Source: an optimization exercise on an open RTL-to-GDS flow (aim: small area, a short achievable clock period and few clock cycles per item). Production flows keep margins and buffers that such runs may drop. RTL that was checked went through simulation tests only; none was proved equivalent to the original.

== job 6346 ==
==> flow/design.v <==
`timescale 1ns/10ps
module SVD (
    clk,
    rst,
    we,
    oe,
    data_i,
    element_sel,
    ready,
    data_o_UV,
    data_o_S
);
input                clk;
input                rst;
input                we;
input                oe;
input         [1:0]  element_sel;
input         [4:0]  data_i;
output reg           ready;
output        [7:0]  data_o_UV;
output        [6:0]  data_o_S;
localparam IDLE = 2'd0;
localparam BUSY = 2'd1;
localparam OUT  = 2'd2;
reg  [1:0] st;
reg  [4:0] cnt;       
reg  [1:0] q;         
reg        kodd;      
reg        nf0, nf1;  
reg  [4:0] lo;        
reg  signed [17:0] R0, R1, R2, R3;
reg  signed [10:0] A0, A1, A2, A3;
reg  signed [10:0] B0, B1, B2, B3;
wire [4:0] cn = (st == IDLE) ? 5'd0 : (cnt == 5'd31) ? 5'd31 : cnt + 5'd1;
wire [4:0] jn = cn - 5'd7;
reg        rot, c7, sg, sn1, uvg, u27, u29;
reg  [3:0] sh, shn;    
always @(posedge clk or negedge rst) begin
    if (!rst) begin
        rot <= 1'b0; c7 <= 1'b0; sg <= 1'b0; sn1 <= 1'b0; uvg <= 1'b0; u27 <= 1'b0; u29 <= 1'b0;
        sh <= 4'd0; shn <= 4'hf;
    end else begin
        rot <= (cn >= 5'd7) & (cn <= 5'd26);
        c7  <= (st != OUT) & (cn == 5'd7);
        sh  <= jn[4:1];
        shn <= ~jn[4:1];
        sg  <= (cn >= 5'd27) & (cn <= 5'd30);
        sn1 <= (cn == 5'd29) | (cn == 5'd30);
        uvg <= (cn >= 5'd26) & (cn <= 5'd29);
        u27 <= (cn == 5'd27);
        u29 <= (cn == 5'd29);
    end
end
reg  nz;
always @(*) begin
    case (q)
        2'd0: nz = |R2;
        2'd1: nz = |R3;
        2'd2: nz = |R1;
        default: nz = |R0;
    endcase
end
wire en   = rot & nz;
reg  sa;
function [17:0] addsub18;
    input [17:0] x;
    input [17:0] y;
    input        sub;
    reg   [18:0] t;
    begin
        t = {x, 1'b1} + {y ^ {18{sub}}, sub};
        addsub18 = t[18:1];
    end
endfunction
function [10:0] addsub11;
    input [10:0] x;
    input [10:0] y;
    input        sub;
    reg   [11:0] t;
    begin
        t = {x, 1'b1} + {y ^ {11{sub}}, sub};
        addsub11 = t[11:1];
    end
endfunction
function [17:0] shr18;
    input [17:0] x;
    input [3:0]  n;
    reg   [17:0] f;
    begin
        f = $signed(x) >>> n[1:0];
        shr18 = n[3] ? {{8{f[17]}}, f[17:8]} : n[2] ? {{4{f[17]}}, f[17:4]} : f;
    end
endfunction
function [10:0] shr11;
    input [10:0] x;
    input [3:0]  n;
    reg   [10:0] f;
    begin
        f = $signed(x) >>> n[1:0];
        shr11 = n[3] ? {{8{f[10]}}, f[10:8]} : n[2] ? {{4{f[10]}}, f[10:4]} : f;
    end
endfunction
wire [17:0] y0_s = shr18(R2, sh);
wire [17:0] y2_s = shr18(R0, sh);
wire [17:0] y1_s = shr18(R3, sh);
wire [17:0] y3_s = shr18(R1, sh);
wire [17:0] a3v = {{2{data_i[4]}}, data_i[3:0], lo, 7'd0};
wire [17:0] y1 = c7 ? a3v : y1_s;
wire [17:0] x3 = c7 ? a3v : R3;
wire [17:0] s0 = en ? addsub18(R0, y0_s, sa) : R0;
wire [17:0] s2 = en ? addsub18(R2, y2_s, ~sa) : R2;
wire [17:0] s1 = en ? addsub18(R1, y1, sa) : R1;
wire [17:0] s3 = en ? addsub18(x3, y3_s, ~sa) : x3;
wire [3:0]  shu = ~shn;
wire [10:0] z0 = shr11(A1, shu);
wire [10:0] z1 = shr11(A0, shu);
wire [10:0] z2 = shr11(A3, shu);
wire [10:0] z3 = shr11(A2, shu);
wire [1:0] qn = q + 2'd1;
wire dn = (qn[0] ^ qn[1]) ? (s0[17] ^ s1[17]) : (s2[17] ^ s3[17]);
always @(posedge clk) sa <= dn ^ qn[1];
wire [10:0] u0 = en ? addsub11(A0, z0, sa) : A0;
wire [10:0] u1 = en ? addsub11(A1, z1, ~sa) : A1;
wire [10:0] u2 = en ? addsub11(A2, z2, sa) : A2;
wire [10:0] u3 = en ? addsub11(A3, z3, ~sa) : A3;
function [17:0] gainS;
    input [17:0] x;
    input        neg;
    reg   [26:0] xs;
    reg   [26:0] t;
    begin
        xs = {{9{x[17]}}, x};
        t = (xs << 8) - (xs << 6) - (xs << 2) - {17'd0, neg, 9'd0};
        gainS = t[26:9] ^ {18{neg}};
    end
endfunction
function [10:0] gainUV;
    input [10:0] x;
    input        neg;
    reg   [19:0] xs;
    reg   [19:0] t;
    begin
        xs = {{9{x[10]}}, x};
        t = (xs << 8) + (xs << 6) - (xs << 4) + (xs << 2) + xs - {10'd0, neg, 9'd0};
        gainUV = t[19:9] ^ {11{neg}};
    end
endfunction
wire sgain  = sg;
wire uvgain = uvg;
wire uvn0   = (u27 & nf0) | (u29 & nf1);
always @(posedge clk or negedge rst) begin
    if (!rst) begin
        st    <= IDLE;
        cnt   <= 5'd0;
        q     <= 2'd0;
        ready <= 1'b1;
        kodd  <= 1'b0;
    end else begin
        q <= (st == IDLE) ? 2'd1 : q + 2'd1;
        case (st)
            IDLE: begin
                cnt <= 5'd0;
                if (we) st <= BUSY;
            end
            BUSY: begin
                if (cnt != 5'd31) cnt <= cnt + 5'd1;
                if (cnt == 5'd0) ready <= 1'b0;
                if (cnt == 5'd28) ready <= 1'b1;    
                kodd <= 1'b1;
                if (oe && cnt >= 5'd30) st <= OUT;
            end
            OUT: begin
                if (cnt != 5'd31) cnt <= cnt + 5'd1;
                kodd <= ~kodd;
                if (!kodd && element_sel == 2'd3) st <= IDLE;
            end
            default: st <= IDLE;
        endcase
    end
end
wire load = (st == BUSY) & ~cnt[4] & ~cnt[3];
wire [17:0] ldv = {{2{data_i[4]}}, data_i[3:0], lo, 7'd0};
wire ldR2 = load & (cnt[2:0] == 3'd1);
wire ldR3 = load & cnt[0] & (cnt[2] ^ cnt[1]);
wire ldI  = load & (cnt[2:0] == 3'd6);
always @(posedge clk) begin
    if (load & ~cnt[0]) lo <= data_i;
    if (uvg & ~u27 & ~u29 & ~sg) begin
        nf0 <= s2[17];
        nf1 <= s1[17];
    end
    R0 <= s2;
    R1 <= sgain ? gainS(R0, sn1 ? nf1 : nf0) : s0;
    R2 <= ldR2 ? ldv : s3;
    R3 <= ldR3 ? ldv : s1;
    if (ldI) begin
        A0 <= 11'd512; A1 <= 11'd0; A2 <= 11'd0; A3 <= 11'd512;
        B0 <= 11'd512; B1 <= 11'd0; B2 <= 11'd0; B3 <= 11'd512;
    end else begin
        A0 <= uvgain ? gainUV(B0, uvn0) : B0;
        A1 <= B1;
        A2 <= uvgain ? gainUV(B2, uvn0) : B2;
        A3 <= B3;
        B0 <= u1; B1 <= u0; B2 <= u3; B3 <= u2;
    end
end
wire [1:0] qx = (st == IDLE) ? 2'd1 : q + 2'd1;
wire       kn = (st == BUSY) ? 1'b1 : (st == OUT) ? ~kodd : kodd;
wire bkn = kn ? qx[0] : ~qx[0];
wire swn = kn ? (qx[0] ^ qx[1]) : qx[1];
reg [1:0] qs0, qs1, qs2, qs3, us0, us1, us2, us3;
always @(posedge clk) begin
    qs0 <= qx;
    qs1 <= qx + 2'd1;
    qs2 <= qx + 2'd3;
    qs3 <= qx + 2'd2;
    us0 <= {bkn, swn};
    us1 <= {bkn, ~swn};
    us2 <= {~bkn, swn};
    us3 <= {~bkn, ~swn};
end
wire outen = (st == OUT);
wire [6:0] H0 = {7{outen}} & (kodd ? R0[10:4] : R0[17:11]);
wire [6:0] H1 = {7{outen}} & (kodd ? R1[10:4] : R1[17:11]);
wire [6:0] H2 = {7{outen}} & (kodd ? R2[10:4] : R2[17:11]);
wire [6:0] H3 = {7{outen}} & (kodd ? R3[10:4] : R3[17:11]);
function [6:0] hp;
    input [1:0] p;
    input [6:0] h0, h1, h2, h3;
    case (p)
        2'd0: hp = h0;
        2'd1: hp = h1;
        2'd2: hp = h3;
        default: hp = h2;
    endcase
endfunction
wire [6:0] BS0 = hp(qs0, H0, H1, H2, H3);
wire [6:0] BS1 = hp(qs1, H0, H1, H2, H3);
wire [6:0] BS2 = hp(qs2, H0, H1, H2, H3);
wire [6:0] BS3 = hp(qs3, H0, H1, H2, H3);
function [7:0] uvb;
    input [1:0]  sel;
    input        en;
    input [10:0] v0, v1, v2, v3;
    reg   [10:0] v;
    begin
        case (sel)
            2'd0: v = v0;
            2'd1: v = v1;
            2'd2: v = v2;
            default: v = v3;
        endcase
        uvb = {8{en}} & v[10:3];
    end
endfunction
wire [7:0] BU0 = uvb(us0, outen, A0, A1, B0, B1);
wire [7:0] BU1 = uvb(us1, outen, A0, A1, B0, B1);
wire [7:0] BU2 = uvb(us2, outen, B2, B3, A2, A3);
wire [7:0] BU3 = uvb(us3, outen, B2, B3, A2, A3);
reg [6:0] os;
reg [7:0] ou;
always @(*) begin
    case (element_sel)
        2'd0: begin os = BS0; ou = BU0; end
        2'd1: begin os = BS1; ou = BU1; end
        2'd2: begin os = BS2; ou = BU2; end
        default: begin os = BS3; ou = BU3; end
    endcase
end
assign data_o_S  = os;
assign data_o_UV = ou;
endmodule
export LEC_CHECK = 0
export CAP_MARGIN = 20
export CORE_MARGIN = 2
export CORE_UTILIZATION = 40
export SETUP_SLACK_MARGIN = 3.2
export SLEW_MARGIN = 20
create_clock -name core_clock -period 8.0 [get_ports {clk}]
run.sh (not shown) runs the stock make flow with config.mk's settings and CLKGATE_MAP_FILE= SYNTH_SCRIPT=/design/flow/synth_recipe.tcl, a recipe that flattens the netlist after the stock synthesis.
Testbench counts of job 6346, summed over its fixed seeds: cycles 7,680, items 192.
Input changes introduced in job 1589 (baseline for comparison: job 6346):
--- a/flow/design.v
+++ b/flow/design.v
@@ -33,19 +33,18 @@
 reg  signed [10:0] B0, B1, B2, B3;
 wire [4:0] cn = (st == IDLE) ? 5'd0 : (cnt == 5'd31) ? 5'd31 : cnt + 5'd1;
 wire [4:0] jn = cn - 5'd7;
-reg        rot, c7, sg, sn1, uvg, u27, u29;
+reg        rot, c7, sg, uvg, u27, u29;
 reg  [3:0] sh, shn;    
 always @(posedge clk or negedge rst) begin
     if (!rst) begin
-        rot <= 1'b0; c7 <= 1'b0; sg <= 1'b0; sn1 <= 1'b0; uvg <= 1'b0; u27 <= 1'b0; u29 <= 1'b0;
+        rot <= 1'b0; c7 <= 1'b0; sg <= 1'b0; uvg <= 1'b0; u27 <= 1'b0; u29 <= 1'b0;
         sh <= 4'd0; shn <= 4'hf;
     end else begin
         rot <= (cn >= 5'd7) & (cn <= 5'd26);
         c7  <= (st != OUT) & (cn == 5'd7);
         sh  <= jn[4:1];
         shn <= ~jn[4:1];
-        sg  <= (cn >= 5'd27) & (cn <= 5'd30);
-        sn1 <= (cn == 5'd29) | (cn == 5'd30);
+        sg  <= (cn == 5'd27) | (cn == 5'd28);
         uvg <= (cn >= 5'd26) & (cn <= 5'd29);
         u27 <= (cn == 5'd27);
         u29 <= (cn == 5'd29);
@@ -165,9 +164,9 @@
             BUSY: begin
                 if (cnt != 5'd31) cnt <= cnt + 5'd1;
                 if (cnt == 5'd0) ready <= 1'b0;
-                if (cnt == 5'd28) ready <= 1'b1;    
+                if (cnt == 5'd26) ready <= 1'b1;    
                 kodd <= 1'b1;
-                if (oe && cnt >= 5'd30) st <= OUT;
+                if (oe && cnt >= 5'd28) st <= OUT;
             end
             OUT: begin
                 if (cnt != 5'd31) cnt <= cnt + 5'd1;
@@ -190,8 +189,8 @@
         nf1 <= s1[17];
     end
     R0 <= s2;
-    R1 <= sgain ? gainS(R0, sn1 ? nf1 : nf0) : s0;
-    R2 <= ldR2 ? ldv : s3;
+    R1 <= sgain ? gainS(R0, nf0) : s0;
+    R2 <= sgain ? gainS(R3, nf1) : (ldR2 ? ldv : s3);
     R3 <= ldR3 ? ldv : s1;
     if (ldI) begin
         A0 <= 11'd512; A1 <= 11'd0; A2 <= 11'd0; A3 <= 11'd512;
- Job 1589 completed; timing, DRC and antenna clean
- Looking at register-to-register slack across both flows, job 1589 is the weaker of the two, with job 6346 ahead.
- As far as routed wirelength normalized by instance count is concerned, job 6346 and job 1589 perform about the same.
- Looking at job 6346 and job 1589, the signal arrival time at the worst endpoint is a wash.
- Fraction of area in registers ends up higher on job 6346.
- Clock-buffer cell count: job 1589 higher than job 6346
- Between job 1589 and job 6346, it is job 1589 whose total area of multi-input combinational cells is higher, by 9.6%.
- Re routed wire length: job 6346 was lower than job 1589.
Function not checked in job 1589: the RTL went through the layout flow alone.

## re-timing with driven ports
In the flow no input, the clock included, has a driving cell. The finished layouts below were timed again as built, in two steps.
Step 1 (the two cells are an assumption about what drives the block):
set clk [get_ports {clk}]
set_driving_cell -lib_cell sky130_fd_sc_hd__clkbuf_16 $clk
set_driving_cell -lib_cell sky130_fd_sc_hd__buf_2 [delete_from_list [all_inputs] $clk]
Step 2 adds t to the input delays and takes it off the output delays; t is the mean of the earliest and latest rising clock arrival at the registers after step 1. Input paths then give back, and output paths get back, about the clock's delay inside the block.
Slacks: ideal / step 1 / step 2; pairs: ideal / step 1.
| run | t, ns | setup WS [ns] | hold slack, ns | worst setup path after step 2 | worst slew at a driven data input, ns |
|---|---|---|---|---|---|
| job 6346 | 0.620 | 3.244 / 3.180 / 2.884 | 0.425 / 0.425 / 0.425 | input to register | 0.03 |
| job 1589 | 0.621 | 3.244 / 3.119 / 2.953 | 0.426 / 0.426 / 0.426 | input to register | 0.12 |
After both steps every run listed still meets setup and hold. For job 6346, which loses most, drivers alone change the setup slack by -0.064 ns; drivers and shift together by -0.360 ns.
